Background: an optimization exercise with open tools, aiming at small area and a short achievable clock period. Do not read the settings as production practice.
Only simulation tests tie the RTL to the original design; equivalence was not proved.
The clock port is modelled as an ideal driver; clocking choices that lean on that would not hold on a real chip.
Power is estimated from default activity; no workload was simulated.

`design/flow/design.v`:
```
module Register(s_in, r_in, d_in, s_out, r_out, d_out, clock);
parameter W = 8;
input  [15:0] s_in;
input  [7:0]  r_in;
input  [7:0]  d_in;
input         clock;
output reg [15:0] s_out;
output     [7:0]  r_out;
output reg [7:0]  d_out;
reg [W-1:0] r_q;
always @(posedge clock) begin
  s_out <= s_in;
  r_q   <= r_in[W-1:0];
  d_out <= d_in;
end
generate
  if (W < 8) begin : pad
    assign r_out = {{(8 - W){1'b0}}, r_q};
  end else begin : full
    assign r_out = r_q;
  end
endgenerate
endmodule
module Stage(s_in, r_in, nd, s_out, r_out);
parameter J = 9;
input  [15:0] s_in;
input  [7:0]  r_in;
input  [7:0]  nd;
output [15:0] s_out;
output [7:0]  r_out;
localparam WI = (J - 1 < 8) ? J - 1 : 8;
localparam WO = (J < 8) ? J : 8;
wire [7:0] rin_w = r_in & ((9'd1 << WI) - 9'd1);
wire [8:0] t     = {rin_w, s_in[15]};
wire [7:0] g0 = t[7:0] & nd;
wire [7:0] p0 = t[7:0] | nd;
wire [7:0] g1 = {g0[7] | p0[7] & g0[6], g0[6], g0[5] | p0[5] & g0[4], g0[4],
                 g0[3] | p0[3] & g0[2], g0[2], g0[1] | p0[1] & g0[0], g0[0]};
wire [7:0] p1 = {p0[7] & p0[6], p0[6], p0[5] & p0[4], p0[4],
                 p0[3] & p0[2], p0[2], p0[1] & p0[0], p0[0]};
wire [7:0] g2 = {g1[7] | p1[7] & g1[5], g1[6] | p1[6] & g1[5], g1[5], g1[4],
                 g1[3] | p1[3] & g1[1], g1[2] | p1[2] & g1[1], g1[1], g1[0]};
wire [7:0] p2 = {p1[7] & p1[5], p1[6] & p1[5], p1[5], p1[4],
                 p1[3] & p1[1], p1[2] & p1[1], p1[1], p1[0]};
wire [7:0] g3 = {g2[7:4] | p2[7:4] & {4{g2[3]}}, g2[3:0]};
wire [8:0] c  = {g3, 1'b0};
wire [7:0] x    = nd ^ c[7:0];
wire [7:0] sum  = t[7:0] ^ x;
wire       q    = t[8] | c[8];
wire [7:0] rn   = q ? sum : t[7:0];
assign s_out = {s_in[14:0], q};
assign r_out = rn & ((9'd1 << WO) - 9'd1);
endmodule
module Divider(divisor,dividend,quotient_final,remainder,clock);
input clock;
input [7:0] divisor;
input [15:0] dividend;
output [15:0] quotient_final;
output [22:0] remainder;
wire [15:0] s  [1:15];
wire [7:0]  r  [1:15];
wire [7:0]  d  [1:15];
wire [15:0] sn [1:15];
wire [7:0]  rn [1:15];
reg [15:0] s1;
reg [7:0]  d1;
always @(posedge clock) begin
  s1 <= dividend;
  d1 <= divisor;
end
assign s[1] = s1;
assign r[1] = 8'd0;
assign d[1] = 8'd0 - d1;
wire [15:0] sa;
wire [7:0]  ra;
Stage #(.J(1)) S1 (s[1], r[1], d[1], sa, ra);
Stage #(.J(2)) S2 (sa, ra, d[1], sn[1], rn[1]);
Register #(.W(2)) R2 (sn[1], rn[1], d[1], s[2], r[2], d[2], clock);
genvar k;
generate
  for (k = 2; k <= 14; k = k + 1) begin : st
    Stage #(.J(k + 1)) S (s[k], r[k], d[k], sn[k], rn[k]);
    Register #(.W((k + 1 < 8) ? k + 1 : 8)) R (sn[k], rn[k], d[k], s[k+1], r[k+1], d[k+1], clock);
  end
endgenerate
Stage #(.J(16)) S16 (s[15], r[15], d[15], sn[15], rn[15]);
wire z15 = (d[15] == 8'd0);
reg [15:0] qf;
reg [15:0] rf;
always @(posedge clock) begin
  qf <= sn[15] | {16{z15}};
  rf <= {sn[15][7:0] & {8{z15}}, rn[15]};
end
assign quotient_final = qf;
assign remainder = {7'd0, rf};
endmodule
```
`design/flow/flow/run.sh`:
```
#!/bin/bash
# The standard ORFS layout with these changes:
# - the divider steps 3..16 go to synthesis as sky130 gate netlists, which
#   flow/gen_stage.py writes from design.v (it replaces the Stage module; the
#   registers and everything else stay as in the RTL);
# - synthesis: Yosys's full-adder extraction is off (ADDER_MAP_FILE empty),
#   and ABC maps the remaining logic for delay with flow/abc_speed.script;
# - clock tree: right after TritonCTS, its root buffer (which only drives the
#   two first-level buffers) is removed and each first-level buffer is split
#   in two, so the clock port drives four buffers (flow/rmroot.tcl).
# ORFS's scripts are copied here and only those points differ.
set -euo pipefail
rm -rf scripts_local
cp -r "$FLOW_HOME/scripts" scripts_local
cp flow/abc_speed.script scripts_local/abc_speed.script
cp flow/rmroot.tcl scripts_local/rmroot.tcl
python3 - <<'PY'
p = "scripts_local/cts.tcl"
s = open(p).read()
anchor = "log_cmd clock_tree_synthesis {*}$cts_args\n"
assert anchor in s
s = s.replace(anchor, anchor + "source $::env(SCRIPTS_DIR)/rmroot.tcl\nremove_clock_root\nsplit_clock_level1 4\n")
open(p, "w").write(s)
PY
python3 flow/gen_stage.py design.v > mapped.v 2> gen_stage.log
bash standard.sh ADDER_MAP_FILE= BUFFER_PORTS_ARGS="-buffer_cell sky130_fd_sc_hd__buf_1" SCRIPTS_DIR="$PWD/scripts_local" VERILOG_FILES="$PWD/mapped.v" finish > flow_make.log 2>&1
```
`design/flow/flow/abc_speed.script`:
```
strash
dch
map -D 900
topo
stime -c
buffer -c
upsize -c
dnsize -c
```
`design/flow/flow/gen_stage.py`:
```
#!/usr/bin/env python3
"""Write a gate-level version of the Stage module (sky130hd cells) for the
layout flow. Reads the design (design.v, all modules of the RTL), replaces its
Stage module with one whose steps J >= 3 are sky130 cell netlists, and prints
the result. Steps 1 and 2 keep the RTL's own description.

Each netlist computes what rtl/Stage.v computes: t = {r_in, s_in[15]} (the
r_in bits above J-1 are zero for J <= 8), q = t[8] | carry(t[7:0] + nd),
r_out = q ? t[7:0] + nd : t[7:0], s_out = {s_in[14:0], q}, where the carries
come from a Sklansky prefix tree, q from one AOI gate, and each remainder bit
as t ^ (q & (nd ^ c)).
"""
import re
import os
import sys

MAXFAN = int(os.environ.get('GEN_MAXFAN', '4'))


class Net:
    def __init__(self, b):
        self.b = b
        self.cells = []
        self.wires = []
        self.n = 0
        self.memo = {}

    def wire(self):
        self.n += 1
        w = f"n{self.n}"
        self.wires.append(w)
        return w

    def cell(self, typ, out, **pins):
        self.n += 1
        name = f"g{self.n}"
        self.cells.append([typ, name, dict(pins), out])

    def clone_loaded(self, maxfan):
        """Give each gate output with more than maxfan loads a copy of its
        gate, and move half of the loads to the copy."""
        done = False
        while not done:
            done = True
            loads = {}
            for c in self.cells:
                for pin, net in c[2].items():
                    loads.setdefault(net, []).append((c, pin))
            for c in list(self.cells):
                typ, name, pins, (opin, onet) = c
                ld = loads.get(onet, [])
                if len(ld) <= maxfan or typ.startswith("inv"):
                    continue
                w = self.wire()
                self.n += 1
                self.cells.append([typ, f"g{self.n}", dict(pins), (opin, w)])
                for cc, pin in ld[len(ld) // 2:]:
                    cc[2][pin] = w
                done = False
                break

    def text(self):
        out = []
        for typ, name, pins, o in self.cells:
            conns = ", ".join(f".{p}({v})" for p, v in list(pins.items()) + [o])
            out.append(f"sky130_fd_sc_hd__{typ} {name} ({conns});")
        return out

    def gate(self, typ, outpin, **pins):
        w = self.wire()
        self.cell(typ, (outpin, w), **pins)
        return w


class Step:
    """Signals are keyed by name; avail[name] maps polarity (True = true
    value) to a net."""

    def __init__(self, J):
        self.J = J
        self.m = min(J, 8)
        self.N = Net(J)
        self.avail = {}

    def t(self, i):
        return "s_in[15]" if i == 0 else f"r_in[{i - 1}]"

    def nd(self, i):
        return f"nd[{i}]"

    def get(self, key, pol):
        a = self.avail.setdefault(key, {})
        if pol in a:
            return a[pol]
        if key[0] in "gp" and len(key) == 2:
            # bit generate / propagate straight from the flops
            kind, i = key
            if kind == "g":
                a[pol] = self.N.gate("and2_1" if pol else "nand2_1", "X" if pol else "Y",
                                     A=self.t(i), B=self.nd(i))
            else:
                a[pol] = self.N.gate("or2_1" if pol else "nor2_1", "X" if pol else "Y",
                                     A=self.t(i), B=self.nd(i))
            return a[pol]
        self.build(key)
        if pol in a:
            return a[pol]
        a[pol] = self.N.gate("inv_1", "Y", A=a[not pol])
        return a[pol]

    def has(self, key):
        return key in self.avail and self.avail[key]

    @staticmethod
    def split(i, j):
        h = (i ^ j).bit_length() - 1
        return (i >> h) << h

    def G(self, i, j):
        return ("G", i, j) if i != j else ("g", i)

    def P(self, i, j):
        return ("P", i, j) if i != j else ("p", i)

    def pref_pol(self, key):
        """The polarity a signal is (or will be) built in."""
        if len(key) == 2:
            return None
        if not self.has(key):
            self.build(key)
        a = self.avail[key]
        return next(iter(a))

    def build(self, key):
        kind, i, j = key
        mid = self.split(i, j)
        hi_g, hi_p, lo_g = self.G(i, mid), self.P(i, mid), self.G(mid - 1, j)
        if kind == "G":
            lp = self.pref_pol(lo_g)
            if lp is None:
                lp = False
            if lp is False:
                # inverted inputs: G = !((Ph' | Gl') & Gh')
                out = self.N.gate("o21ai_1", "Y", A1=self.get(hi_p, False),
                                  A2=self.get(lo_g, False), B1=self.get(hi_g, False))
                self.avail.setdefault(key, {})[True] = out
            else:
                out = self.N.gate("a21oi_1", "Y", A1=self.get(hi_p, True),
                                  A2=self.get(lo_g, True), B1=self.get(hi_g, True))
                self.avail.setdefault(key, {})[False] = out
        else:
            lo_p = self.P(mid - 1, j)
            lp = self.pref_pol(lo_p)
            hp = self.pref_pol(hi_p)
            pol = lp if lp is not None else (hp if hp is not None else False)
            if pol is False:
                out = self.N.gate("nor2_1", "Y", A=self.get(hi_p, False), B=self.get(lo_p, False))
                self.avail.setdefault(key, {})[True] = out
            else:
                out = self.N.gate("nand2_1", "Y", A=self.get(hi_p, True), B=self.get(lo_p, True))
                self.avail.setdefault(key, {})[False] = out

    def carry(self, i):
        """Carry into bit i of t[7:0] + nd (carry in 0), as a key."""
        return self.G(i - 1, 0)

    def emit(self):
        J, m, N = self.J, self.m, self.N
        # q
        if J >= 9:
            mid = self.split(7, 0)
            t8n = N.gate("inv_1", "Y", A="r_in[7]")
            q = N.gate("o211ai_2", "Y", A1=self.get(self.P(7, mid), False),
                       A2=self.get(self.G(mid - 1, 0), False),
                       B1=self.get(self.G(7, mid), False), C1=t8n)
        elif m == 8:
            q = self.get(self.G(7, 0), True)
        else:
            ups = [self.nd(i) for i in range(m, 8)]
            if len(ups) == 1:
                upn = N.gate("inv_1", "Y", A=ups[0])
            elif len(ups) <= 4:
                typ = {2: "nand2_1", 3: "nand3_1", 4: "nand4_1"}[len(ups)]
                upn = N.gate(typ, "Y", **dict(zip("ABCD", ups)))
            else:
                a = N.gate("and3_1", "X", A=ups[0], B=ups[1], C=ups[2])
                rest = [a] + ups[3:]
                typ = {2: "nand2_1", 3: "nand3_1", 4: "nand4_1"}[len(rest)]
                upn = N.gate(typ, "Y", **dict(zip("ABCD", rest)))
            q = N.gate("nor2_2", "Y", A=upn, B=self.get(self.G(m - 1, 0), False))
        lines = []
        # remainder bits: t ^ (q & (nd ^ c))
        for i in range(m):
            if i == 0:
                y = self.nd(0)
            else:
                c = self.carry(i)
                cp = self.pref_pol(c)
                if cp is None:
                    cp = False
                cn = self.get(c, cp)
                y = N.gate("xor2_1" if cp else "xnor2_1", "X" if cp else "Y", A=self.nd(i), B=cn)
            nn = N.gate("nand2_1", "Y", A=q, B=y)
            N.cell("xnor2_1", ("Y", f"r_out[{i}]"), A=self.t(i), B=nn)
        for i in range(m, 8):
            lines.append(f"assign r_out[{i}] = 1'b0;")
        lines.append(f"assign s_out = {{s_in[14:0], {q}}};")
        N.clone_loaded(MAXFAN)
        body = [f"wire {w};" for w in N.wires] + N.text() + lines
        return body


def stage_module(rtl_stage):
    out = ["module Stage(s_in, r_in, nd, s_out, r_out);",
           "parameter J = 9;",
           "input  [15:0] s_in;", "input  [7:0]  r_in;", "input  [7:0]  nd;",
           "output [15:0] s_out;", "output [7:0]  r_out;",
           "generate"]
    first = True
    for J in range(3, 17):
        out.append(f"{'if' if first else 'end else if'} (J == {J}) begin : j{J}")
        first = False
        out += ["  " + l for l in Step(J).emit()]
    out.append("end else begin : rtl")
    out.append(f"  Stage_rtl #(.J(J)) u (s_in, r_in, nd, s_out, r_out);")
    out.append("end")
    out.append("endgenerate")
    out.append("endmodule")
    rtl = re.sub(r"\bmodule\s+Stage\b", "module Stage_rtl", rtl_stage, count=1)
    return rtl + "\n" + "\n".join(out) + "\n"


def main():
    src = open(sys.argv[1]).read()
    m = re.search(r"\bmodule\s+Stage\b.*?\bendmodule\b", src, re.S)
    assert m, "no Stage module"
    rest = src[:m.start()] + src[m.end():]
    sys.stdout.write(rest + "\n" + stage_module(m.group(0)))


if __name__ == "__main__":
    main()
```
`design/flow/flow/rmroot.tcl`:
```
# remove the CTS root buffer: connect the clock port net straight to its loads
proc remove_clock_root {} {
  set block [ord::get_db_block]
  set cnet [$block findNet clock]
  set roots {}
  foreach it [$cnet getITerms] {
    set inst [$it getInst]
    if {[[$it getMTerm] getIoType] eq "INPUT"} { lappend roots $inst }
  }
  puts "clock port loads: [llength $roots]"
  foreach inst $roots {
    set onet ""
    foreach it [$inst getITerms] {
      if {[[$it getMTerm] getIoType] eq "OUTPUT"} { set onet [$it getNet] }
    }
    set sinks {}
    foreach it [$onet getITerms] {
      if {[[$it getMTerm] getIoType] eq "INPUT"} { lappend sinks $it }
    }
    puts "root [$inst getName] drives [llength $sinks]"
    foreach it $sinks { $it disconnect; $it connect $cnet }
    odb::dbInst_destroy $inst
    odb::dbNet_destroy $onet
  }
}

# split each buffer the clock port drives into two, each driving the half of
# its loads on one side, while the port drives at most max_loads pins
proc split_clock_level1 {max_loads} {
  set block [ord::get_db_block]
  set cnet [$block findNet clock]
  set bufs {}
  foreach it [$cnet getITerms] { lappend bufs [$it getInst] }
  set n [llength $bufs]
  foreach inst $bufs {
    if {$n >= $max_loads} { break }
    set master [$inst getMaster]
    set onet ""; set ain ""; set xout ""
    foreach it [$inst getITerms] {
      set io [[$it getMTerm] getIoType]
      if {$io eq "OUTPUT"} { set onet [$it getNet]; set xout [$it getMTerm] }
      if {$io eq "INPUT"} { set ain [$it getMTerm] }
    }
    set sinks {}
    foreach it [$onet getITerms] {
      if {[[$it getMTerm] getIoType] eq "INPUT"} {
        set bb [[$it getInst] getBBox]
        lappend sinks [list $it [expr {([$bb xMin]+[$bb xMax])/2}] [expr {([$bb yMin]+[$bb yMax])/2}]]
      }
    }
    if {[llength $sinks] < 2} { continue }
    set xs [lmap s $sinks {lindex $s 1}]; set ys [lmap s $sinks {lindex $s 2}]
    set dx [expr {[tcl::mathfunc::max {*}$xs] - [tcl::mathfunc::min {*}$xs]}]
    set dy [expr {[tcl::mathfunc::max {*}$ys] - [tcl::mathfunc::min {*}$ys]}]
    set k [expr {$dx >= $dy ? 1 : 2}]
    set sorted [lsort -integer -index $k $sinks]
    set h [expr {[llength $sorted] / 2}]
    set g1 [lrange $sorted 0 [expr {$h-1}]]
    set g2 [lrange $sorted $h end]
    set name "[$inst getName]_split"
    set ni [odb::dbInst_create $block $master $name]
    set nn [odb::dbNet_create $block "${name}_net"]
    $nn setSigType CLOCK
    [$ni findITerm [$ain getName]] connect $cnet
    [$ni findITerm [$xout getName]] connect $nn
    foreach s $g2 { set it [lindex $s 0]; $it disconnect; $it connect $nn }
    foreach {grp ii} [list $g1 $inst $g2 $ni] {
      set cx 0; set cy 0
      foreach s $grp { set cx [expr {$cx + [lindex $s 1]}]; set cy [expr {$cy + [lindex $s 2]}] }
      set cx [expr {$cx / [llength $grp]}]; set cy [expr {$cy / [llength $grp]}]
      $ii setLocation $cx $cy
      $ii setPlacementStatus PLACED
    }
    incr n
    puts "split [$inst getName]: [llength $g1] + [llength $g2]"
  }
}
```
`design/flow/standard.sh`:
```
#!/bin/bash
# synth_recipe.tcl (not shown) runs the flow's synth.tcl, then flattens the netlist and writes it again
# the make line also repeats each setting of config.mk as NAME=value (left out here)
make -C /OpenROAD-flow-scripts/flow DESIGN_CONFIG=/design/flow/config.mk WORK_HOME=/design/flow/orfs CLKGATE_MAP_FILE= SYNTH_SCRIPT=/design/flow/synth_recipe.tcl "${@:-finish}"
```
`design/flow/config.mk`:
```
export PLATFORM = sky130hd
export DESIGN_NAME = Divider
export DESIGN_NICKNAME = Divider
export VERILOG_FILES = /design/flow/design.v
export SDC_FILE = /design/flow/constraint.sdc
export NUM_CORES = 4
export LEC_CHECK = 0
export CAP_MARGIN = 20
export CORE_MARGIN = 2
export CORE_UTILIZATION = 55
export CTS_BUF_LIST = sky130_fd_sc_hd__clkbuf_16
export CTS_CLUSTER_DIAMETER = 100
export CTS_CLUSTER_SIZE = 30
export SETUP_SLACK_MARGIN = 1.5
export SLEW_MARGIN = 20
```
`design/flow/constraint.sdc`:
```
create_clock -name core_clock -period 3.0 [get_ports {clock}]
set_input_delay 0.6000 -clock core_clock [delete_from_list [all_inputs] [get_ports {clock}]]
set_output_delay 0.6000 -clock core_clock [all_outputs]
set_load 0.01 [all_outputs]
```
==> results of run 1 <==
-- cell usage after synthesis (9+ instances only) --
library cell  count
dfxtp_1         483
and2_1           25
a21oi_1          57
o211ai_2         16
xor2_1           47
o21ai_1          92
nor2_2            9
or2_1            24
nand2_1         232
inv_1            56
nor2_1          141
xnor2_1         137
-- repair_timing --
item,4_1_cts,5_1_grt
setup endpoints to repair,117,106
buffers inserted,13,14
pin swaps,17,44
hold buffers,0,0
gates resized for setup,41,199
-- sequential cells by signal (all words and copies together), names as in the netlist, 8 cells and up --
signal      cells
R2.s_out       16
qf             16
st.R.s_out    208
R2.d_out        8
s1             16
st.R.r_q       89
rf             16
st.R.d_out    104
d1              8
-- cell type report --
cell class	count	area (um^2)
repair buffers	83	416.7
inverters	56	210.2
plain buffers	2	50.05
fillers	2076	9440
multi-input cells	803	5071
clock inverters	2	46.29
flip-flops and latches	483	9782
well taps	335	419.2
-- through the flow --
stage | area (um^2) | utilization [%] | hold WS [ps] | worst slack, ps
6_report | 16470 | 63.57 | 302.0 | 1493
2_1_floorplan | 14430 | - | 309.6 | 1618
5_1_grt | 16470 | 63.57 | 307.4 | 1435
3_5_place_dp | 15000 | 57.88 | 312.1 | 1037
4_1_cts | 15820 | 61.07 | 303.5 | 1473
3_3_place_gp | 15000 | 57.88 | 309.5 | 1012
-- worst min-delay path by stage --
stage                                      endpoint  cells past startpoint
after detailed placement  st[10].R.s_out[3]$_DFF_P_                      0
after global routing      st[2].R.s_out[14]$_DFF_P_                      0
after CTS                 st[2].R.s_out[14]$_DFF_P_                      0
final                     st[2].R.s_out[14]$_DFF_P_                      0
after global placement     st[5].R.s_out[6]$_DFF_P_                      0
after floorplan                R2.s_out[10]$_DFF_P_                      0
-- worst max-delay path: cells and delay by family, from the launching register on --
kind / cells / cell delay, ps
and+or+nand+nor: 3 / 350
DFF: 1 / 380
AOI/OAI and AO/OA: 3 / 470
buffers and inverters: 1 / 80
xor gates and xnor gates: 1 / 120
-- power breakdown --
group	internal, mW	total [mW]	switching (mW)
Clock	1.30	3.07	1.77
Sequential	7.57	8.32	0.755
Combinational	1.98	4.26	2.28
-- cells by family after synthesis --
kind of cell    count (synthesis)  synth area share (%)
compound gates                168                 6.844
other cells                     1               0.02603
simple gates                  444                 12.94
flops                         483                 67.12
buf+inv                        65                 1.876
xor+xnor                      184                 11.19
-- routing by layer --
layer | vias to the layer above | track usage [%] | wire length (um)
li1 | 4393 | - | -
met1 | 3725 | 15.65 | 8631
met2 | 113 | 27.69 | 10520
met3 | 31 | 2.526 | 713
met4 | 0 | 5.180 | 492
met5 | - | 0 | 0
==> results.ini, run 1 <==
[placement]
gp_congestion = 0.7418
place_inst = 1733
port_buffers = 56
dp_hpwl_um = 14000

[clocking]
clk_latency_ps = 340
cts.sinks = 483
clk_pin_slew_ps = 100
cts_tree = built
cts_buffers = 20

[yosys]
synthFlopType = dfxtp_1
async_reset_ff_share_pct = 0
synth_area_um2 = 14410
postSynthCellCount = 1345
yosysSeqAreaShare_pct = 67.12
synth-edff-count = 0
synth_top_area_cell = dfxtp_1
synth_cell_types = 26
yosys.area.top_type_share_pct = 67.12
yosys_warnings = 8
synthTopCellsByArea = dfxtp_1 67%, xnor2_1 8.3%, nand2_1 6.0%
synth-seq-cells = 483
syn_avg_cell_area_um2 = 10.71

[die]
die_w_um = 165.8
die-area_um2 = 27500
core_area_um2 = 25910
rows = 59
io_pins = 64
initial_core_util_pct = 55.59
die_y_um = 165.8

[sta]
timing.final.crit_share_pct = 50.25
finalHoldViolations = 0
slew_violations = 0
setup_viol = 0
period_needed_ps = 1508
max_freq_mhz = 663.3
finClkSkew_ps = 28.37
rsz0062_at_grt = true
final.setup.tns_ps = 0

[layout]
diodes = 0
final_cell_mix = 401 x dfxtp_1, 211 x nand2_1, 135 x xnor2_1, 102 x nor2_1, 78 x dfxtp_2
nNetsFinal = 1473
stdcell_count = 1783
drive_gt1_share_pct = 20.10
area_growth_pct = 14.34
layout_commonest_cell = dfxtp_1

[run_status]
status = finished clean

[critical_path]
worstRegToRegCells = 8
crit_path_cell_trace = nand2_4 -> o21ai_4 -> a21oi_4 -> o21ai_2 -> inv_2 -> nor2_4 -> nand2_1 -> xnor2_1
cp.required_ps = 3240
cp_data_arrival_time_ps = 1740
reg2reg_to = st[6].R.r_q[2]$_DFF_P_
ff2ff_setup_slack_ps = 1490
crit_slowest_cell = dfxtp_2
crit_path_start_kind = flop
critPathLaunch = st[5].R.d_out[0]$_DFF_P_
path_class = reg2reg
crit_end = st[6].R.r_q[2]$_DFF_P_
worstSetupEndpointType = flop
cp_max_fo = 4
slowest_delay_ps = 380
r2r-start = st[5].R.d_out[0]$_DFF_P_

[min_path]
hold_class = reg2reg
min-delay-start = R2.s_out[13]$_DFF_P_

[routing]
drc = 0
wl_per_cell_um = 11.42
drt_first_pass_iters = 5
antenna_left = 0
drt_wl_total_um = 20360
drtIter0Drc = 251
viasPerCell = 4.634
vias = 8262

[power_and_ir_drop]
ir_drop_mv = 0.6770
power_mw = 15.66
p_leak_nw = 6.745
cellPowerDensity_nw_per_um2 = 950.8

[global_routing]
overflow = 0
grt_pass1_vias = 7714
antenna_found_initial = 0
grt_max_degree = 31
grt_pass1_wl_um = 33110
track_usage_pct = 14.36

[job]
drv_cap = 0

==> inputs of run 2 (changes only) <==
--- a/design/flow/config.mk
+++ b/design/flow/config.mk
@@ -13,2 +13,3 @@
 export CTS_CLUSTER_SIZE = 30
+export PLACE_DENSITY = 0.85
 export SETUP_SLACK_MARGIN = 1.5
==> run 2 against run 1 <==
Still clean on timing, DRC and antenna. Cell count down 0.28%. Combinational power up about 10%. Sequential power about the same. Power up 3.0%. Wire length up 5.9%. Sequential cell count unchanged.
==> results.ini, run 2 <==
[placement]
port_buffers = 56
gp_congestion = 0.8454
dp_hpwl_um = 13750

[clocking]
cts.sinks = 483
clk_latency_ps = 320
cts_tree = built
cts_buffers = 20
ctsHoldBuffers = 0
clk_pin_slew_ps = 110

[layout]
fin_util_pct = 64.38
drive_gt1_share_pct = 21.97
diodes = 0
nNetsFinal = 1468
area_growth_pct = 15.80
largest_reg_flops = 208
final_cell_mix = 378 x dfxtp_1, 217 x nand2_1, 136 x xnor2_1, 97 x nor2_1, 93 x dfxtp_2
top_regs = st.R.s_out x208, st.R.d_out x104, st.R.r_q x89
layout_commonest_cell = dfxtp_1
registers.top_by_ff_count = st.R.s_out

[critical_path]
cp.required_ps = 3250
worstSetupPathDepth = 7
worstRegToRegCells = 7
path_common_cell = nand2_1
crit_end = st[14].R.r_q[7]$_DFF_P_
reg2reg_to = st[14].R.r_q[7]$_DFF_P_
crit_slowest_cell = dfxtp_1
crit_path_cell_trace = nand2_1 -> o21ai_2 -> a21oi_2 -> o21ai_1 -> xor2_1 -> nand2_1 -> xnor2_1
r2r-start = st[13].R.r_q[1]$_DFF_P_
path_class = reg2reg
worstSetupEndpointType = flop
cp_data_arrival_time_ps = 1730
ff2ff_setup_slack_ps = 1510
slowest_delay_ps = 430
crit_path_start_kind = flop
critPathLaunch = st[13].R.r_q[1]$_DFF_P_
critPathBufInv = 0
cp_max_fo = 5
path_delay_family = compound AO/OA/AOI/OAI gates

[die]
die_y_um = 165.8
core_area_um2 = 25910
io_pins = 64
initial_core_util_pct = 55.59
die_w_um = 165.8
rows = 59
die-area_um2 = 27500

[yosys]
synth-edff-count = 0
postSynthCellCount = 1345
synthTopCellsByArea = dfxtp_1 67%, xnor2_1 8.3%, nand2_1 6.0%
yosysSeqAreaShare_pct = 67.12
synth_common_cells = 483 x dfxtp_1, 232 x nand2_1, 141 x nor2_1
synthFlopType = dfxtp_1
yosysMostFrequentCell = dfxtp_1
synth_cell_types = 26
yosys_warnings = 8
syn_avg_cell_area_um2 = 10.71
synth-seq-cells = 483
synth_area_um2 = 14410
synth_top_area_cell = dfxtp_1
async_reset_ff_share_pct = 0
yosys.area.top_type_share_pct = 67.12

[routing]
met1Wirelength_um = 7605
wl_met3_um = 625
drt_first_pass_iters = 5
antenna_left = 0
wl_met2_um = 12390
drtIter0Drc = 318
drc = 0
top_layer = met4
drt_wl_total_um = 21560
wl_per_cell_um = 12.13
vias = 8575
viasPerCell = 4.823

[run_status]
status = finished clean

[global_routing]
track_usage_pct = 14.15
grt_max_degree = 31
antenna_found_initial = 0
grt_pass1_wl_um = 32960
overflow = 0
grt_pass1_vias = 8141

[sta]
period_needed_ps = 1486
slew_violations = 0
setup_viol = 0
timing.final.crit_share_pct = 49.52
finalHoldViolations = 0
finClkSkew_ps = 29.65
max_freq_mhz = 673.1
rsz0062_at_grt = true
timing.hold.ws_ps = 319.6
final.setup.tns_ps = 0

[power_and_ir_drop]
cellPowerDensity_nw_per_um2 = 967.2
ir_drop_mv = 0.7219
p_leak_nw = 6.759

[job]
drv_cap = 0

[min_path]
hold_class = reg2reg

run 2: layer usage:
| layer | GRT usage, % | vias up |
|---|---|---|
| li1 | - | 4397 |
| met1 | 12.38 | 3950 |
| met2 | 29.79 | 153 |
| met3 | 2.193 | 75 |
| met4 | 7.713 | 0 |
| met5 | 0 | - |
run 2: power breakdown:
group          internal (mW)  total [mW]  switching [mW]
combinational           2.09        4.69            2.60
sequential              7.59        8.35           0.763
clock                   1.35        3.09            1.74
total                   11.0        16.1            5.11
run 2: layout make-up:
| type | count | area (um^2) |
|---|---|---|
| multi-input combinational | 803 | 5265 |
| tap | 335 | 419.2 |
| buffer | 2 | 50.05 |
| clock inverter | 1 | 30.03 |
| sequential | 483 | 9831 |
| timing repair buffer | 78 | 375.4 |
| fill | 1843 | 9230 |
| inverter | 56 | 210.2 |
run 2: cells by family after synthesis:
logic type,share of synthesized area (%)
AOI/OAI and AO/OA,6.844
xor gates and xnor gates,11.19
buffers and inverters,1.876
DFF,67.12
other,0.02603
and+or+nand+nor,12.94
run 2: worst min-delay path by stage:
| stage | start | endpoint | depth (start not counted) |
|---|---|---|---|
| after CTS | st[6].R.s_out[11]$_DFF_P_ | st[7].R.s_out[12]$_DFF_P_ | 0 |
| after global routing | st[4].R.s_out[7]$_DFF_P_ | st[5].R.s_out[8]$_DFF_P_ | 0 |
| after detailed placement | s1[0]$_DFF_P_ | R2.s_out[2]$_DFF_P_ | 0 |
| after global placement | st[8].R.s_out[10]$_DFF_P_ | st[9].R.s_out[11]$_DFF_P_ | 0 |
| final | st[6].R.s_out[11]$_DFF_P_ | st[7].R.s_out[12]$_DFF_P_ | 0 |
| after floorplan | s1[8]$_DFF_P_ | R2.s_out[10]$_DFF_P_ | 0 |
run 2: timing repair:
action                     4_1_cts  5_1_grt
gates resized for setup         57      247
buffers inserted                12       10
setup endpoints to repair      116      117
pin swaps                       26       49
run 2: metrics by stage:
step                std cells  area, um^2  setup WS (ps)  total power, mW
floorplan                1351       14430           1618            11.35
global placement         1733       15000           1276            11.89
detailed placement       1733       15000           1227            12.15
CTS                      1768       15860           1475            15.41
global route             1778       16680           1430            17.07
finish                   1778       16680           1514            16.13
==> inputs of run 3 (changes only) <==
--- a/design/flow/config.mk
+++ b/design/flow/config.mk
@@ -9,3 +9,3 @@
 export CORE_MARGIN = 2
-export CORE_UTILIZATION = 55
+export CORE_UTILIZATION = 65
 export CTS_BUF_LIST = sky130_fd_sc_hd__clkbuf_16
@@ -13,3 +13,3 @@
 export CTS_CLUSTER_SIZE = 30
-export PLACE_DENSITY = 0.85
+export PLACE_DENSITY = 0.8
 export SETUP_SLACK_MARGIN = 1.5
==> run 3 against run 2 <==
Worst setup slack worse by 60 ps. Clock skew increased by 4.7 ps. Via count up 0.61%. Largest power group unchanged.
==> results.ini, run 3 <==
[routing]
drtIter0Drc = 386
drc = 0
drt_wl_total_um = 22810
wl_per_cell_um = 13.17
drt_first_pass_iters = 4
vias = 8627
viasPerCell = 4.981
antenna_left = 0

[global_routing]
grt_pass1_wl_um = 33670
met1_usage_pct = 16.11
grt_pass1_vias = 8106
track_usage_pct = 17.26
antenna_found_initial = 0
grt_max_degree = 31
overflow = 0
grtUsageMet3_pct = 2.722
top_usage_layer = met2
use_met2_pct = 36.00

[yosys]
yosysSeqAreaShare_pct = 67.12
yosys.area.top_type_share_pct = 67.12
synth_area_um2 = 14410
syn_avg_cell_area_um2 = 10.71
yosysMostFrequentCell = dfxtp_1
synth_top_area_cell = dfxtp_1
async_reset_ff_share_pct = 0
postSynthCellCount = 1345
synthTopCellsByArea = dfxtp_1 67%, xnor2_1 8.3%, nand2_1 6.0%
synth_common_cells = 483 x dfxtp_1, 232 x nand2_1, 141 x nor2_1
synthFlopType = dfxtp_1
yosys_warnings = 8
synth-edff-count = 0
synth-seq-cells = 483
synth_cell_types = 26

[clocking]
cts_buffers = 20
clk_latency_ps = 340
ctsHoldBuffers = 0
cts_tree = built
cts.sinks = 483
clk_pin_slew_ps = 110

[layout]
top_regs = st.R.s_out x208, st.R.d_out x104, st.R.r_q x89
fin_util_pct = 76.96
fill_cells = 1317
final_cell_mix = 368 x dfxtp_1, 218 x nand2_1, 135 x xnor2_1, 105 x dfxtp_2, 97 x nor2_1
nNetsFinal = 1477
stdcell_count = 1732
drive_gt1_share_pct = 23.62
largest_reg_flops = 208
area_growth_pct = 16.23
registers.top_by_ff_count = st.R.s_out
multi_input_area_um2 = 5329
layout_commonest_cell = dfxtp_1
design_area_um2 = 16740
diodes = 0
regArea_um2 = 9838

[placement]
port_buffers = 56
place_inst = 1678
gp_congestion = 0.8371
dp_hpwl_um = 13830
placed_cell_area_um2 = 14930

[die]
die_w_um = 152.9
die_y_um = 152.9
core_area_um2 = 21760
rows = 54
die-area_um2 = 23370
initial_core_util_pct = 66.21
io_pins = 64

[sta]
final.setup.tns_ps = 0
setup_viol = 0
period_needed_ps = 1546
max_freq_mhz = 646.9
max-slew-margin-rel_pct = 65.76
timing.final.crit_share_pct = 51.53
finClkSkew_ps = 34.35
finalHoldViolations = 0
worstMarginPinSlew_ps = 509.4
rsz0062_at_grt = true
slew_violations = 0

[critical_path]
path_class = reg2reg
cp_max_fo = 5
ff2ff_setup_slack_ps = 1450
r2r-start = st[14].R.d_out[3]$_DFF_P_
critPathBufInv = 0
cp.required_ps = 3250
reg2reg_to = rf[0]$_DFF_P_
crit_path_start_kind = flop
worstSetupEndpointType = flop
path_delay_family = simple AND/OR/NAND/NOR gates
path_common_cell = nor2_2
worstRegToRegCells = 6
crit_slowest_cell = dfxtp_2
crit_path_cell_trace = nor2_2 -> nor2_2 -> a21oi_4 -> o211ai_4 -> nand2_1 -> xnor2_1
slowest_delay_ps = 410
cp_data_arrival_time_ps = 1800

[power_and_ir_drop]
power_mw = 16.32
cellPowerDensity_nw_per_um2 = 974.7
p_leak_nw = 6.814
ir_drop_mv = 0.6454

[min_path]
hold-path-endpoint = st[11].R.s_out[3]$_DFF_P_
min-delay-start = st[10].R.s_out[2]$_DFF_P_
hold_depth = 0
hold_class = reg2reg

[job]
drv_cap = 0

[run_status]
status = finished clean

-- run 3: stage by stage --
step	hold WS, ps	setup WS [ps]
after floorplan	309.6	1618
after global placement	309.6	1265
after detailed placement	312.1	1208
after CTS	321.8	1485
after global routing	319.6	1367
final	304.1	1454
-- run 3: worst register-to-register path: stages (launching register included) --
cell	delay [ps]
dfxtp_2	410
nor2_2	80
nor2_2	230
a21oi_4	130
o211ai_4	260
nand2_1	130
xnor2_1	210
-- run 3: cells by family after synthesis --
logic type / Yosys count / share of synthesized area (%)
AOI/OAI and AO/OA: 168 / 6.844
DFF: 483 / 67.12
and+or+nand+nor: 444 / 12.94
xor gates and xnor gates: 184 / 11.19
other: 1 / 0.02603
buffers and inverters: 65 / 1.876
-- run 3: final cells by class --
| cell class | instances | share of cell area, % |
|---|---|---|
| inverter | 56 | 1.255 |
| multi-input combinational | 804 | 31.83 |
| tap | 280 | 2.092 |
| sequential | 483 | 58.76 |
| timing repair buffer | 86 | 2.601 |
| clock inverter | 1 | 0.1793 |
| buffer | 2 | 0.2989 |
-- run 3: worst max path at each step --
| stage | from | endpoint | slack (ps) | depth (start not counted) |
|---|---|---|---|---|
| floorplan | st[5].R.d_out[1]$_DFF_P_ | st[6].R.r_q[3]$_DFF_P_ | 1620 | 8 |
| global placement | st[4].R.d_out[0]$_DFF_P_ | st[5].R.r_q[2]$_DFF_P_ | 1260 | 8 |
| detailed placement | st[4].R.d_out[0]$_DFF_P_ | st[5].R.r_q[1]$_DFF_P_ | 1210 | 8 |
| CTS | st[9].R.d_out[0]$_DFF_P_ | st[10].R.r_q[7]$_DFF_P_ | 1490 | 7 |
| global route | st[14].R.r_q[6]$_DFF_P_ | rf[0]$_DFF_P_ | 1370 | 6 |
| finish | st[14].R.d_out[3]$_DFF_P_ | rf[0]$_DFF_P_ | 1450 | 6 |
-- run 3: metal layers --
layer / wire [um] / vias to the layer above / part of all wire, %
met3: 734 / 61 / 3.2
met1: 8121 / 3988 / 36
li1: - / 4415 / -
met5: 0 / - / 0
met4: 845 / 0 / 3.7
met2: 13110 / 163 / 57
-- run 3: power by group --
part           total, mW  internal (mW)  leakage (nW)  switching [mW]
Combinational       4.83           2.13          2.49            2.70
Sequential          8.38           7.60          4.04           0.779
Clock               3.11           1.35         0.283            1.76
Total               16.3           11.1          6.81            5.23
-- run 3: timing repair --
action                     4_1_cts  5_1_grt
cloned                           0        1
pin swaps                       28       49
gates resized for setup         64      256
setup endpoints to repair      121      121
setup buffers                   16       14
==> inputs of run 4 (changes only) <==
--- a/design/flow/config.mk
+++ b/design/flow/config.mk
@@ -9,3 +9,3 @@
 export CORE_MARGIN = 2
-export CORE_UTILIZATION = 65
+export CORE_UTILIZATION = 50
 export CTS_BUF_LIST = sky130_fd_sc_hd__clkbuf_16
@@ -13,3 +13,3 @@
 export CTS_CLUSTER_SIZE = 30
-export PLACE_DENSITY = 0.8
+export PLACE_DENSITY = 0.7
 export SETUP_SLACK_MARGIN = 1.5
==> run 4 against run 3 <==
Synthesized cell count did not move. Worst setup slack improved by 76 ps. Register-to-register slack improved by 80 ps. Clock power barely moved. Still clean on timing, DRC and antenna. Clock skew fell by 5.0 ps. Sequential share of layout area fell by 0.40 points. Critical endpoint is now st[8].R.r_q[5]$_DFF_P_. Design area rose by 0.53%. Fmax rose by 5.2%. Highest routed layer unchanged. Critical path depth rose by 1. Worst hold slack improved by 7.6 ps.
==> results.ini, run 4 <==
[run_status]
status = finished clean

[sta]
max_freq_mhz = 680.4
period_needed_ps = 1470
worstMarginPinSlew_ps = 542.5
timing.final.crit_share_pct = 48.99
final.setup.tns_ps = 0
slew_violations = 0
setup_viol = 0
rsz0062_at_grt = true
finClkSkew_ps = 29.36
max-slew-margin-rel_pct = 63.53
finalHoldViolations = 0

[power_and_ir_drop]
cellPowerDensity_nw_per_um2 = 957.9
p_leak_nw = 6.805
ir_drop_mv = 0.5873

[die]
die-area_um2 = 30180
core_area_um2 = 28550
io_pins = 64
rows = 62
die_w_um = 173.7
initial_core_util_pct = 50.46
die_y_um = 173.7

[yosys]
postSynthCellCount = 1345
synth-seq-cells = 483
synth_common_cells = 483 x dfxtp_1, 232 x nand2_1, 141 x nor2_1
synth_fa_ha_area_share_pct = 0
async_reset_ff_share_pct = 0
synth-xor-area-share_pct = 11.19
synth_top_family_by_area = simple AND/OR/NAND/NOR gates
yosysMostFrequentCell = dfxtp_1
synthFlopType = dfxtp_1
synth_area_um2 = 14410
synth_top_area_cell = dfxtp_1
yosys.area.top_type_share_pct = 67.12
syn_avg_cell_area_um2 = 10.71
yosys_warnings = 8
synth_compound_area_share_pct = 6.844
muxShareOfSynthArea_pct = 0
synth-edff-count = 0
synth_cell_types = 26
synth-simple-area-share_pct = 12.94
synthTopCellsByArea = dfxtp_1 67%, xnor2_1 8.3%, nand2_1 6.0%
yosysSeqAreaShare_pct = 67.12

[layout]
diodes = 0
fill_cells = 2318
layout_commonest_cell = dfxtp_1
area_growth_pct = 16.85
final_cell_mix = 382 x dfxtp_1, 217 x nand2_1, 135 x xnor2_1, 97 x nor2_1, 90 x dfxtp_2
registers.top_by_ff_count = st.R.s_out
largest_reg_flops = 208
drive_gt1_share_pct = 22.30
fin_util_pct = 58.96
nNetsFinal = 1477
top_regs = st.R.s_out x208, st.R.d_out x104, st.R.r_q x89

[clocking]
cts_buffers = 20
clk_pin_slew_ps = 110
cts_tree = built
ctsHoldBuffers = 0
clk_latency_ps = 350
cts.sinks = 483

[routing]
vias = 8375
viasPerCell = 4.559
wl_per_cell_um = 10.99
drtIter0Drc = 287
antenna_left = 0
drt_wl_total_um = 20190
drt_first_pass_iters = 4
drc = 0

[placement]
dp_hpwl_um = 13070
port_buffers = 56
gp_congestion = 0.8278

[global_routing]
grt_max_degree = 31
grt_pass1_wl_um = 32260
overflow = 0
grt_pass1_vias = 7782
track_usage_pct = 12.69
antenna_found_initial = 0

[critical_path]
path_class = reg2reg
worstSetupEndpointType = flop
cp_max_fo = 3
crit_path_start_kind = flop
cp.required_ps = 3220
cp_data_arrival_time_ps = 1690

[min_path]
hold_class = reg2reg

[job]
drv_cap = 0

## run 4: cell counts after synthesis
No cell type changed its count.
## run 4: final timing paths
| kind | start | end | slack (ps) | cells after the start |
|---|---|---|---|---|
| setup / recovery | st[7].R.d_out[0]$_DFF_P_ | st[8].R.r_q[5]$_DFF_P_ | 1530 | 7 |
| hold / removal | s1[11]$_DFF_P_ | R2.s_out[13]$_DFF_P_ | 310 | 0 |
| setup reg to reg | st[7].R.d_out[0]$_DFF_P_ | st[8].R.r_q[5]$_DFF_P_ | 1530 | 7 |
| hold reg to reg | s1[11]$_DFF_P_ | R2.s_out[13]$_DFF_P_ | 310 | 0 |
## run 4: area by class of cell
class,count,area (um^2),area share (%)
inverters,56,210.2,1.249
multi-input cells,804,5295,31.46
flip-flops and latches,483,9823,58.36
plain buffers,2,50.05,0.2973
repair buffers,86,439.2,2.609
clock inverters,2,33.78,0.2007
well taps,384,480.5,2.854
## run 4: timing repair
action,CTS,global route
endpoints found under the setup margin,117,107
pin swaps,26,56
cloned,1,0
setup buffers,15,15
resized for setup,60,244
## run 4: kinds of logic (layout without fill, tap and decap cells)
kind of cell    count (synthesis)  after routing
flops                         483            483
other cells                     1              7
compound gates                168            168
simple gates                  444            445
xor+xnor                      184            184
buf+inv                        65            166
## run 4: per-stage QoR
stage,area (um^2),power [mW],hold WS (ps),instances,setup slack (ps)
floorplan,14430,11.35,309.6,1351,1618
global placement,15060,11.95,309.8,1782,1236
detailed placement,15060,12.11,312.1,1782,1244
CTS,15990,15.46,315.0,1822,1500
global route,16830,17.13,323.1,1837,1437
finish,16830,16.12,311.7,1837,1530
## run 4: worst max-delay path, cell delays in order (launching register included)
cell and delay (ps):
dfxtp_2 350, nand2_1 120, o21ai_4 220, a21oi_4 100, o21ai_1 170, xor2_1 170, nand2_1 80, xnor2_1 140
## run 4: power breakdown
part	switching (mW)	internal (mW)	total, mW
Combinational	2.54	2.16	4.69
Clock	1.75	1.35	3.11
Sequential	0.741	7.58	8.33
Total	5.03	11.1	16.1
## run 4: layer usage
layer	GRT usage, %	part of all wire, %	vias up
met5	0	0	-
met1	11.70	38	3803
met4	6.653	3.8	0
li1	-	-	4413
met3	2.105	2.9	52
met2	26.05	55	107
==> inputs of run 5 (changes only) <==
--- a/design/flow/config.mk
+++ b/design/flow/config.mk
@@ -9,3 +9,3 @@
 export CORE_MARGIN = 2
-export CORE_UTILIZATION = 50
+export CORE_UTILIZATION = 60
 export CTS_BUF_LIST = sky130_fd_sc_hd__clkbuf_16
==> run 5 against run 4 <==
Still clean on timing, DRC and antenna. Design area fell by 0.94%. Wire length up 1.3%. First-iteration DRC count rose by 7.3%. Via count fell by 0.53%. Clock skew barely moved. Largest power group unchanged.
==> results.ini, run 5 <==
[critical_path]
slowest_delay_ps = 360
cp_data_arrival_time_ps = 1710
cp_max_fo = 4
crit_path_cell_trace = nand2_2 -> o21ai_4 -> a21oi_4 -> o21ai_2 -> xor2_1 -> nand2_1 -> xnor2_2
crit_path_start_kind = flop
r2r-start = st[7].R.s_out[15]$_DFF_P_
cp.required_ps = 3230
worstSetupEndpointType = flop
crit_slowest_cell = dfxtp_2
critPathLaunch = st[7].R.s_out[15]$_DFF_P_
path_class = reg2reg

[layout]
area_growth_pct = 15.76
final_cell_mix = 389 x dfxtp_1, 217 x nand2_1, 134 x xnor2_1, 105 x nor2_1, 84 x dfxtp_2
fill_cells = 1707
largest_reg_flops = 208
registers.top_by_ff_count = st.R.s_out
regArea_um2 = 9812
layout_commonest_cell = dfxtp_1
drive_gt1_share_pct = 21.18
nNetsFinal = 1479
diodes = 0
top_regs = st.R.s_out x208, st.R.d_out x104, st.R.r_q x89
multi_input_area_um2 = 5215

[die]
core_area_um2 = 23540
die_y_um = 158.9
rows = 56
die-area_um2 = 25260
io_pins = 64
die_w_um = 158.9
initial_core_util_pct = 61.19

[routing]
drt_wl_total_um = 20450
antenna_left = 0
drt_first_pass_iters = 4
drtIter0Drc = 308
drc = 0
wl_per_cell_um = 11.53
viasPerCell = 4.699
vias = 8331

[global_routing]
grt_max_degree = 31
antenna_found_initial = 0
grt_pass1_wl_um = 33130
met1_usage_pct = 15.98
use_met2_pct = 31.62
grt_pass1_vias = 7853
top_usage_layer = met2
overflow = 0
grtUsageMet3_pct = 3.438
track_usage_pct = 15.73

[sta]
max_freq_mhz = 677.5
finClkSkew_ps = 29.02
setup_viol = 0
finalHoldViolations = 0
setup_ws_ps = 1524
final.setup.tns_ps = 0
slew_violations = 0
timing.final.crit_share_pct = 49.20
period_needed_ps = 1476
rsz0062_at_grt = true

[job]
drv_cap = 0

[yosys]
syn_avg_cell_area_um2 = 10.71
yosys.area.top_type_share_pct = 67.12
synthFlopType = dfxtp_1
synth_common_cells = 483 x dfxtp_1, 232 x nand2_1, 141 x nor2_1
synthTopCellsByArea = dfxtp_1 67%, xnor2_1 8.3%, nand2_1 6.0%
yosysSeqAreaShare_pct = 67.12
yosys_warnings = 8
synth_area_um2 = 14410
synth_cell_types = 26
postSynthCellCount = 1345
async_reset_ff_share_pct = 0
synth-seq-cells = 483
yosysMostFrequentCell = dfxtp_1
synth_top_area_cell = dfxtp_1
synth-edff-count = 0

[clocking]
clk_pin_slew_ps = 110
cts_tree = built
cts.sinks = 483
clk_latency_ps = 350
ctsHoldBuffers = 0
cts_buffers = 20

[placement]
gp_congestion = 0.7965
pre_cts_slack_ps = 1164
dp_hpwl_um = 13730
port_buffers = 56

[run_status]
status = finished clean

[power_and_ir_drop]
ir_drop_mv = 0.5557
p_leak_nw = 6.816
power_mw = 16.00
cellPowerDensity_nw_per_um2 = 959.3

[min_path]
min-delay-start = st[6].R.s_out[14]$_DFF_P_
hold_class = reg2reg

==> run 5: cell counts after synthesis <==
No cell type changed its count.
==> run 5: critical path: cells and delay by family (launching register included) <==
| kind | cells | cell delay [ps] |
|---|---|---|
| compound gates | 3 | 500 |
| flops | 1 | 360 |
| xor+xnor | 2 | 310 |
| simple gates | 2 | 180 |
==> run 5: repair_timing <==
action | in CTS | in global routing
setup endpoints to repair | 118 | 108
resized for setup | 57 | 218
buffers inserted | 15 | 18
pin swaps | 22 | 43
gates cloned | 0 | 0
==> run 5: layer usage <==
layer  vias up  part of all wire [%]
met2       131                    52
met3        49                   3.9
met1      3734                    40
met4         0                   3.4
li1       4417                     -
met5         -                     0
==> run 5: cells by family after synthesis <==
kind of cell / count (synthesis) / synth area share [%]
flip-flops: 483 / 67.12
AND/OR/NAND/NOR: 444 / 12.94
XOR/XNOR: 184 / 11.19
AO/OA/AOI/OAI: 168 / 6.844
buffers and inverters: 65 / 1.876
other: 1 / 0.02603
==> run 5: power by group <==
| group | switching (mW) | internal, mW |
|---|---|---|
| Clock | 1.76 | 1.35 |
| Sequential | 0.737 | 7.58 |
| Combinational | 2.45 | 2.12 |
==> run 5: worst paths after layout <==
path | endpoint | slack (ps) | cells after the start
worst min register to register | st[7].R.s_out[15]$_DFF_P_ | 310 | 0
worst min-delay path | st[7].R.s_out[15]$_DFF_P_ | 310 | 0
worst max register to register | st[8].R.r_q[5]$_DFF_P_ | 1520 | 7
worst max-delay path | st[8].R.r_q[5]$_DFF_P_ | 1520 | 7
==> run 5: stage by stage <==
stage / util [%] / cell area, um^2 / hold WS [ps] / instances
3_5_place_dp: 63.62 / 14980 / 312.1 / 1717
2_1_floorplan: - / 14430 / 309.6 / 1351
6_report: 70.83 / 16670 / 311.7 / 1773
4_1_cts: 67.49 / 15890 / 321.8 / 1755
5_1_grt: 70.83 / 16670 / 324.3 / 1773
3_3_place_gp: 63.62 / 14980 / 309.5 / 1717
==> run 5: layout make-up <==
cell class / count / share of cell area, %
buffer: 2 / 0.3001
clock inverter: 1 / 0.1801
inverter: 56 / 1.261
multi-input combinational: 803 / 31.27
sequential: 483 / 58.84
tap: 319 / 2.394
timing repair buffer: 89 / 2.746
==> inputs of run 6 (changes only) <==
--- a/design/flow/config.mk
+++ b/design/flow/config.mk
@@ -9,3 +9,3 @@
 export CORE_MARGIN = 2
-export CORE_UTILIZATION = 60
+export CORE_UTILIZATION = 55
 export CTS_BUF_LIST = sky130_fd_sc_hd__clkbuf_16
==> run 6 against run 5 <==
Cell count grew 0.39%. Highest routed layer unchanged. Die area rose by 8.9%. Critical path depth stayed put. Global-route usage down 1.1 points.
==> results.ini, run 6 <==
[run_status]
status = finished clean

[placement]
gp_congestion = 0.8143
dp_hpwl_um = 13740
pre_cts_slack_ps = 1250
port_buffers = 56

[yosys]
yosys.area.top_type_share_pct = 67.12
postSynthCellCount = 1345
synth-seq-cells = 483
synth_cell_types = 26
synth_area_um2 = 14410
synth-edff-count = 0
yosysSeqAreaShare_pct = 67.12
synthTopCellsByArea = dfxtp_1 67%, xnor2_1 8.3%, nand2_1 6.0%
synth_top_area_cell = dfxtp_1
synthFlopType = dfxtp_1
yosys_warnings = 8
async_reset_ff_share_pct = 0
syn_avg_cell_area_um2 = 10.71
synth_common_cells = 483 x dfxtp_1, 232 x nand2_1, 141 x nor2_1
yosysMostFrequentCell = dfxtp_1

[layout]
top_regs = st.R.s_out x208, st.R.d_out x104, st.R.r_q x89
area_growth_pct = 15.36
fin_util_pct = 64.14
layout_commonest_cell = dfxtp_1
nNetsFinal = 1470
diodes = 0
fill_cells = 1952
drive_gt1_share_pct = 20.76
largest_reg_flops = 208
registers.top_by_ff_count = st.R.s_out
final_cell_mix = 389 x dfxtp_1, 216 x nand2_1, 134 x xnor2_1, 104 x nor2_1, 90 x dfxtp_2

[clocking]
cts.sinks = 483
ctsHoldBuffers = 0
clk_pin_slew_ps = 110
clk_latency_ps = 340
cts_tree = built
cts_buffers = 20

[global_routing]
grt_max_degree = 31
grtUsageMet3_pct = 2.359
met1_usage_pct = 15.17
overflow = 0
grt_pass1_wl_um = 33980
top_usage_layer = met2
antenna_found_initial = 0
grt_pass1_vias = 7992
use_met2_pct = 28.27
track_usage_pct = 14.64

[sta]
rsz0062_at_grt = true
final.setup.tns_ps = 0
period_needed_ps = 1457
slew_violations = 0
finClkSkew_ps = 30.07
setup_ws_ps = 1543
finalHoldViolations = 0
max-slew-margin-rel_pct = 66.03
max_freq_mhz = 686.4
worstMarginPinSlew_ps = 505.3
setup_viol = 0
timing.final.crit_share_pct = 48.56

[critical_path]
r2r-start = st[12].R.s_out[15]$_DFF_P_
ff2ff_setup_slack_ps = 1540
worstSetupPathDepth = 7
crit_slowest_cell = dfxtp_2
worstSetupEndpointType = flop
crit_path_start_kind = flop
reg2reg_to = st[13].R.r_q[5]$_DFF_P_
path_class = reg2reg
cp.required_ps = 3250
critPathBufInv = 0
worstRegToRegCells = 7
slowest_delay_ps = 360
cp_data_arrival_time_ps = 1700
critPathLaunch = st[12].R.s_out[15]$_DFF_P_
cp_max_fo = 4
crit_path_cell_trace = nand2_2 -> o21ai_4 -> a21oi_4 -> o21ai_1 -> xor2_1 -> nand2_1 -> xnor2_1
crit_end = st[13].R.r_q[5]$_DFF_P_
path_delay_family = compound AO/OA/AOI/OAI gates

[routing]
vias = 8334
drt_wl_total_um = 20450
drtIter0Drc = 299
viasPerCell = 4.682
drt_first_pass_iters = 4
antenna_left = 0
wl_per_cell_um = 11.49
drc = 0

[die]
rows = 59
io_pins = 64
core_area_um2 = 25910
die_w_um = 165.8
die_y_um = 165.8
initial_core_util_pct = 55.59
die-area_um2 = 27500

[power_and_ir_drop]
ir_drop_mv = 0.7064
cellPowerDensity_nw_per_um2 = 957.7
p_leak_nw = 6.763

[job]
drv_cap = 0

[min_path]
hold_class = reg2reg

[run 6: cell types whose count changed in the layout (fill, tap and decap cells not counted), moves of 4 or more]
cell and change:
buf_4 -10, dfxtp_2 +6, a21oi_2 +5, a21oi_4 -4
dfxtp_4 -6, o21ai_1 +5, o21ai_2 -5
[run 6: cell type report]
| cell class | count | area [um^2] | area share [%] |
|---|---|---|---|
| Buffer | 2 | 50.05 | 0.3012 |
| Multi-Input combinational cell | 804 | 5229 | 31.46 |
| Inverter | 56 | 210.2 | 1.265 |
| Tap cell | 335 | 419.2 | 2.522 |
| Clock inverter | 1 | 30.03 | 0.1807 |
| Timing Repair Buffer | 79 | 382.9 | 2.304 |
| Sequential cell | 483 | 9797 | 58.95 |
[run 6: logic make-up after synthesis]
logic type / count (synthesis) / share of synthesized area (%)
other: 1 / 0.02603
XOR/XNOR: 184 / 11.19
buffers and inverters: 65 / 1.876
flip-flops: 483 / 67.12
AND/OR/NAND/NOR: 444 / 12.94
AO/OA/AOI/OAI: 168 / 6.844
[run 6: what timing repair did]
| item | 4_1_cts | 5_1_grt |
|---|---|---|
| cloned | 1 | 0 |
| buffers inserted | 13 | 10 |
| setup endpoints to repair | 120 | 112 |
| pin swaps | 18 | 47 |
| gates resized for setup | 46 | 226 |
[run 6: metal layers]
layer  share of wire, %  routed length (um)
met5                  0                   0
met4                3.6                 736
met3                3.3                 669
met2                 54               11100
met1                 39                7942
[run 6: through the flow]
step | total power, mW | cells | cell area [um^2] | hold WS [ps]
finish | 15.92 | 1780 | 16620 | 314.2
global route | 16.94 | 1780 | 16620 | 316.9
CTS | 15.39 | 1770 | 15850 | 315.3
detailed placement | 12.14 | 1733 | 15000 | 312.1
global placement | 11.99 | 1733 | 15000 | 309.7
floorplan | 11.35 | 1351 | 14430 | 309.6
[run 6: report_power, final]
| group | switching (mW) | total (mW) | internal (mW) |
|---|---|---|---|
| clock | 1.75 | 3.10 | 1.35 |
| combinational | 2.44 | 4.50 | 2.06 |
| sequential | 0.746 | 8.32 | 7.57 |
| total | 4.94 | 15.9 | 11.0 |
[run 6: worst min path at each step]
| stage | startpoint | endpoint | slack, ps | cells past startpoint |
|---|---|---|---|---|
| after floorplan | s1[8]$_DFF_P_ | R2.s_out[10]$_DFF_P_ | 310 | 0 |
| after CTS | s1[13]$_DFF_P_ | R2.s_out[15]$_DFF_P_ | 320 | 0 |
| final | s1[10]$_DFF_P_ | R2.s_out[12]$_DFF_P_ | 310 | 0 |
| after global placement | st[10].R.s_out[11]$_DFF_P_ | st[11].R.s_out[12]$_DFF_P_ | 310 | 0 |
| after detailed placement | st[9].R.s_out[3]$_DFF_P_ | st[10].R.s_out[4]$_DFF_P_ | 310 | 0 |
| after global routing | s1[13]$_DFF_P_ | R2.s_out[15]$_DFF_P_ | 320 | 0 |
==> inputs of run 7 (changes only) <==
--- a/design/flow/config.mk
+++ b/design/flow/config.mk
@@ -14,3 +14,3 @@
 export PLACE_DENSITY = 0.7
-export SETUP_SLACK_MARGIN = 1.5
+export SETUP_SLACK_MARGIN = 1.45
 export SLEW_MARGIN = 20
==> run 7 against run 6 <==
Clock skew shrank 1.4 ps. Fmax decreased by 1.3%. Largest cell class unchanged. Still clean on timing, DRC and antenna. Sequential share of layout area up 0.94 points. Critical path depth decreased by 1. First-iteration DRC count decreased by 7.4%. Sequential cell count did not move. Synthesized area stayed put. Sequential power fell by 0.6%. Design area fell by 2.3%. Die area unchanged. Utilization shrank 1.5 points.
==> results.ini, run 7 <==
[run_status]
status = finished clean

[layout]
design_area_um2 = 16240
final_cell_mix = 437 x dfxtp_1, 221 x nand2_1, 134 x xnor2_1, 121 x nor2_1, 60 x o21ai_1
stdcell_count = 1773
regArea_um2 = 9727
diodes = 0
registers.top_by_ff_count = st.R.s_out
drive_gt1_share_pct = 14.88
top_regs = st.R.s_out x208, st.R.d_out x104, st.R.r_q x89
fill_cells = 2024
multi_input_area_um2 = 4972
nNetsFinal = 1463
largest_reg_flops = 208
layout_commonest_cell = dfxtp_1
area_growth_pct = 12.73

[critical_path]
cp.required_ps = 3240
ff2ff_setup_slack_ps = 1520
worstSetupEndpointType = flop
crit_path_start_kind = flop
cp_max_fo = 5
cp_data_arrival_time_ps = 1710
path_class = reg2reg

[global_routing]
overflow = 0
grt_pass1_wl_um = 33310
grt_pass1_vias = 7886
antenna_found_initial = 0
grt_max_degree = 31
track_usage_pct = 14.34

[placement]
place_inst = 1733
port_buffers = 56
dp_hpwl_um = 13740
gp_congestion = 0.8143
placed_cell_area_um2 = 15000

[yosys]
synth-seq-cells = 483
synth_cell_types = 26
synth_common_cells = 483 x dfxtp_1, 232 x nand2_1, 141 x nor2_1
yosysSeqAreaShare_pct = 67.12
yosysMostFrequentCell = dfxtp_1
postSynthCellCount = 1345
async_reset_ff_share_pct = 0
yosys.area.top_type_share_pct = 67.12
syn_avg_cell_area_um2 = 10.71
synthFlopType = dfxtp_1
synth_top_area_cell = dfxtp_1
synth_area_um2 = 14410
synthTopCellsByArea = dfxtp_1 67%, xnor2_1 8.3%, nand2_1 6.0%
yosys_warnings = 8
synth-edff-count = 0

[clocking]
cts_buffers = 20
cts_tree = built
clk_latency_ps = 340
cts.sinks = 483
clk_pin_slew_ps = 100

[sta]
period_needed_ps = 1477
final.setup.tns_ps = 0
finClkSkew_ps = 28.70
rsz0062_at_grt = true
worstMarginPinSlew_ps = 538.6
max-slew-margin-rel_pct = 63.79
timing.final.crit_share_pct = 49.22
finalHoldViolations = 0
max_freq_mhz = 677.2
slew_violations = 0
setup_viol = 0

[routing]
drt_first_pass_iters = 4
drc = 0
viasPerCell = 4.684
drt_wl_total_um = 19880
vias = 8305
drtIter0Drc = 277
wl_per_cell_um = 11.21
antenna_left = 0

[die]
rows = 59
core_area_um2 = 25910
die_w_um = 165.8
die-area_um2 = 27500
initial_core_util_pct = 55.59
die_y_um = 165.8
io_pins = 64

[power_and_ir_drop]
p_leak_nw = 6.685
cellPowerDensity_nw_per_um2 = 955.4
ir_drop_mv = 0.7014

[job]
drv_cap = 0

[min_path]
hold_class = reg2reg

## run 7: changes by cell type in the layout (fill, tap and decap cells not counted), sizes merged
cell	before	now
buf	79	72
## run 7: worst max-delay path, cell delays in order, from the launching register on
cell,delay (ps)
dfxtp_1,440
nor2_1,80
nor2_1,190
nand2_1,150
o211ai_4,280
nand2_1,100
xnor2_1,130
## run 7: report_power, final
group | leakage (nW) | internal (mW) | switching [mW]
Clock | 0.283 | 1.35 | 1.74
Sequential | 4.04 | 7.55 | 0.719
Combinational | 2.36 | 1.91 | 2.24
## run 7: worst paths after layout
path,from,endpoint,cells past startpoint
setup / recovery,st[14].R.d_out[7]$_DFF_P_,rf[0]$_DFF_P_,6
hold / removal,s1[13]$_DFF_P_,R2.s_out[15]$_DFF_P_,0
setup reg to reg,st[14].R.d_out[7]$_DFF_P_,rf[0]$_DFF_P_,6
hold reg to reg,s1[13]$_DFF_P_,R2.s_out[15]$_DFF_P_,0
## run 7: routing by layer
layer | share of wire, % | track usage, %
met1 | 40 | 14.85
met3 | 3.3 | 2.407
met4 | 4.0 | 7.524
met5 | 0 | 0
met2 | 53 | 27.53
## run 7: final cells by class
class                   instances  share of cell area, %
inverters                      56                  1.294
flip-flops and latches        483                  59.90
multi-input cells             804                  30.62
plain buffers                   2                 0.3082
clock inverters                 1                 0.1849
well taps                     335                  2.581
repair buffers                 72                  2.034
## run 7: logic make-up after synthesis
| family | share of synthesized area (%) |
|---|---|
| xor gates and xnor gates | 11.19 |
| DFF | 67.12 |
| other | 0.02603 |
| buffers and inverters | 1.876 |
| AOI/OAI and AO/OA | 6.844 |
| and+or+nand+nor | 12.94 |
## run 7: what timing repair did
action | CTS | global route
gates cloned | 1 | 0
resized for setup | 28 | 136
pin swaps | 6 | 33
hold buffers | 0 | 0
buffers inserted | 2 | 14
setup endpoints to repair | 100 | 101
## run 7: through the flow
| stage | worst slack [ps] | power, mW | hold slack (ps) | utilization [%] |
|---|---|---|---|---|
| floorplan | 1618 | 11.35 | 309.6 | - |
| global placement | 1280 | 11.99 | 309.7 | 57.88 |
| detailed placement | 1250 | 12.14 | 312.1 | 57.88 |
| CTS | 1442 | 15.30 | 315.3 | 60.60 |
| global route | 1418 | 16.55 | 314.7 | 62.67 |
| finish | 1523 | 15.51 | 317.1 | 62.67 |
==> inputs of run 8 (changes only) <==
--- a/design/flow/config.mk
+++ b/design/flow/config.mk
@@ -14,3 +14,3 @@
 export PLACE_DENSITY = 0.7
-export SETUP_SLACK_MARGIN = 1.45
+export SETUP_SLACK_MARGIN = 1.4
 export SLEW_MARGIN = 20
==> run 8 against run 7 <==
First-iteration DRC count up 1.1%. Fmax down 3.4%. Register-to-register slack worse by 50 ps.
==> results.ini, run 8 <==
[die]
core_area_um2 = 25910
initial_core_util_pct = 55.59
die-area_um2 = 27500
io_pins = 64
die_y_um = 165.8
rows = 59
die_w_um = 165.8

[sta]
setup_ws_ps = 1472
slew_violations = 0
max_freq_mhz = 654.5
finalHoldViolations = 0
finClkSkew_ps = 30.50
period_needed_ps = 1528
max-slew-margin-rel_pct = 63.02
rsz0062_at_grt = true
worstMarginPinSlew_ps = 550.1
final.setup.tns_ps = 0
timing.final.crit_share_pct = 50.93
setup_viol = 0

[layout]
layout_commonest_cell = dfxtp_1
fill_cells = 2069
regArea_um2 = 9691
registers.top_by_ff_count = st.R.s_out
stdcell_count = 1766
nNetsFinal = 1456
area_growth_pct = 10.67
diodes = 0
drive_gt1_share_pct = 9.154
multi_input_area_um2 = 4765
top_regs = st.R.s_out x208, st.R.d_out x104, st.R.r_q x89
final_cell_mix = 466 x dfxtp_1, 231 x nand2_1, 137 x nor2_1, 136 x xnor2_1, 73 x o21ai_1
largest_reg_flops = 208

[yosys]
yosys.area.top_type_share_pct = 67.12
synth-edff-count = 0
synth_area_um2 = 14410
syn_avg_cell_area_um2 = 10.71
yosysSeqAreaShare_pct = 67.12
postSynthCellCount = 1345
synthTopCellsByArea = dfxtp_1 67%, xnor2_1 8.3%, nand2_1 6.0%
async_reset_ff_share_pct = 0
yosys_warnings = 8
synth_top_area_cell = dfxtp_1
yosysMostFrequentCell = dfxtp_1
synth-seq-cells = 483
synthFlopType = dfxtp_1
synth_common_cells = 483 x dfxtp_1, 232 x nand2_1, 141 x nor2_1
synth_cell_types = 26

[global_routing]
use_met2_pct = 26.88
grt_pass1_wl_um = 32840
met1_usage_pct = 14.75
track_usage_pct = 14.12
grt_pass1_vias = 7839
grt_max_degree = 31
top_usage_layer = met2
overflow = 0
grtUsageMet3_pct = 2.407
antenna_found_initial = 0

[power_and_ir_drop]
power_mw = 15.31
ir_drop_mv = 0.7120
cellPowerDensity_nw_per_um2 = 960.0
p_leak_nw = 6.609

[job]
drv_cap = 0

[routing]
drt_first_pass_iters = 4
antenna_left = 0
viasPerCell = 4.643
vias = 8199
drtIter0Drc = 280
drc = 0
drt_wl_total_um = 19480
wl_per_cell_um = 11.03

[placement]
pre_cts_slack_ps = 1250
gp_congestion = 0.8143
place_inst = 1733
dp_hpwl_um = 13740
port_buffers = 56

[min_path]
hold_class = reg2reg
hold_depth = 0
min-delay-start = s1[10]$_DFF_P_
hold-path-endpoint = R2.s_out[12]$_DFF_P_

[critical_path]
crit_path_start_kind = flop
worstRegToRegCells = 3
ff2ff_setup_slack_ps = 1470
r2r-start = st[14].R.d_out[1]$_DFF_P_
cp_data_arrival_time_ps = 1790
cp_max_fo = 12
worstSetupEndpointType = flop
reg2reg_to = qf[11]$_DFF_P_
path_class = reg2reg
cp.required_ps = 3260

[clocking]
clk_latency_ps = 340
cts.sinks = 483
clk_pin_slew_ps = 110
cts_buffers = 20
cts_tree = built

[run_status]
status = finished clean

run 8: cell counts after synthesis:
Identical to the previous run, type by type.
run 8: repair_timing:
item / 4_1_cts / 5_1_grt
buffers inserted: 0 / 9
resized for setup: 15 / 64
cloned: 0 / 1
pin swaps: 1 / 16
hold buffers: 0 / 0
setup endpoints to repair: 68 / 91
run 8: cell type report:
class / instances / share of cell area (%)
Tap cell: 335 / 2.629
Multi-Input combinational cell: 804 / 29.89
Sequential cell: 483 / 60.78
Buffer: 2 / 0.3139
Clock inverter: 1 / 0.1884
Timing Repair Buffer: 65 / 1.742
Inverter: 56 / 1.318
run 8: cells by family (layout without fill, tap and decap cells):
logic type,after synthesis,count (layout),share of synthesized area (%)
flops,483,483,67.12
xor+xnor,184,184,11.19
compound gates,168,168,6.844
other cells,1,7,0.02603
buf+inv,65,144,1.876
simple gates,444,445,12.94
run 8: worst max-delay path: stages (launching register included):
cell and delay [ps]:
dfxtp_1 360, nor4_2 550, nand2_1 400, nand2_1 150
run 8: power by group:
| group | internal, mW | leakage [nW] | switching [mW] |
|---|---|---|---|
| Clock | 1.35 | 0.283 | 1.74 |
| Combinational | 1.83 | 2.29 | 2.15 |
| Sequential | 7.54 | 4.04 | 0.698 |
run 8: through the flow:
step	cell area (um^2)	utilization [%]	hold slack (ps)
after global placement	15000	57.88	309.7
after floorplan	14430	-	309.6
final	15940	61.53	316.8
after detailed placement	15000	57.88	312.1
after global routing	15940	61.53	314.8
after CTS	15630	60.33	315.3
run 8: metal layers:
| layer | vias to the layer above | share of wire (%) |
|---|---|---|
| met5 | - | 0 |
| met2 | 130 | 53 |
| met3 | 47 | 3.4 |
| met4 | 0 | 4.0 |
| met1 | 3662 | 40 |
| li1 | 4360 | - |
run 8: worst max path at each step:
stage                              startpoint                 endpoint  cells after the start
floorplan            st[5].R.d_out[1]$_DFF_P_   st[6].R.r_q[3]$_DFF_P_                      8
global placement     st[4].R.d_out[0]$_DFF_P_   st[5].R.r_q[0]$_DFF_P_                      8
detailed placement   st[4].R.d_out[1]$_DFF_P_   st[5].R.r_q[2]$_DFF_P_                      8
CTS                 st[13].R.d_out[0]$_DFF_P_  st[14].R.r_q[7]$_DFF_P_                      7
global route         st[5].R.d_out[0]$_DFF_P_   st[6].R.r_q[1]$_DFF_P_                      8
finish              st[14].R.d_out[1]$_DFF_P_           qf[11]$_DFF_P_                      3
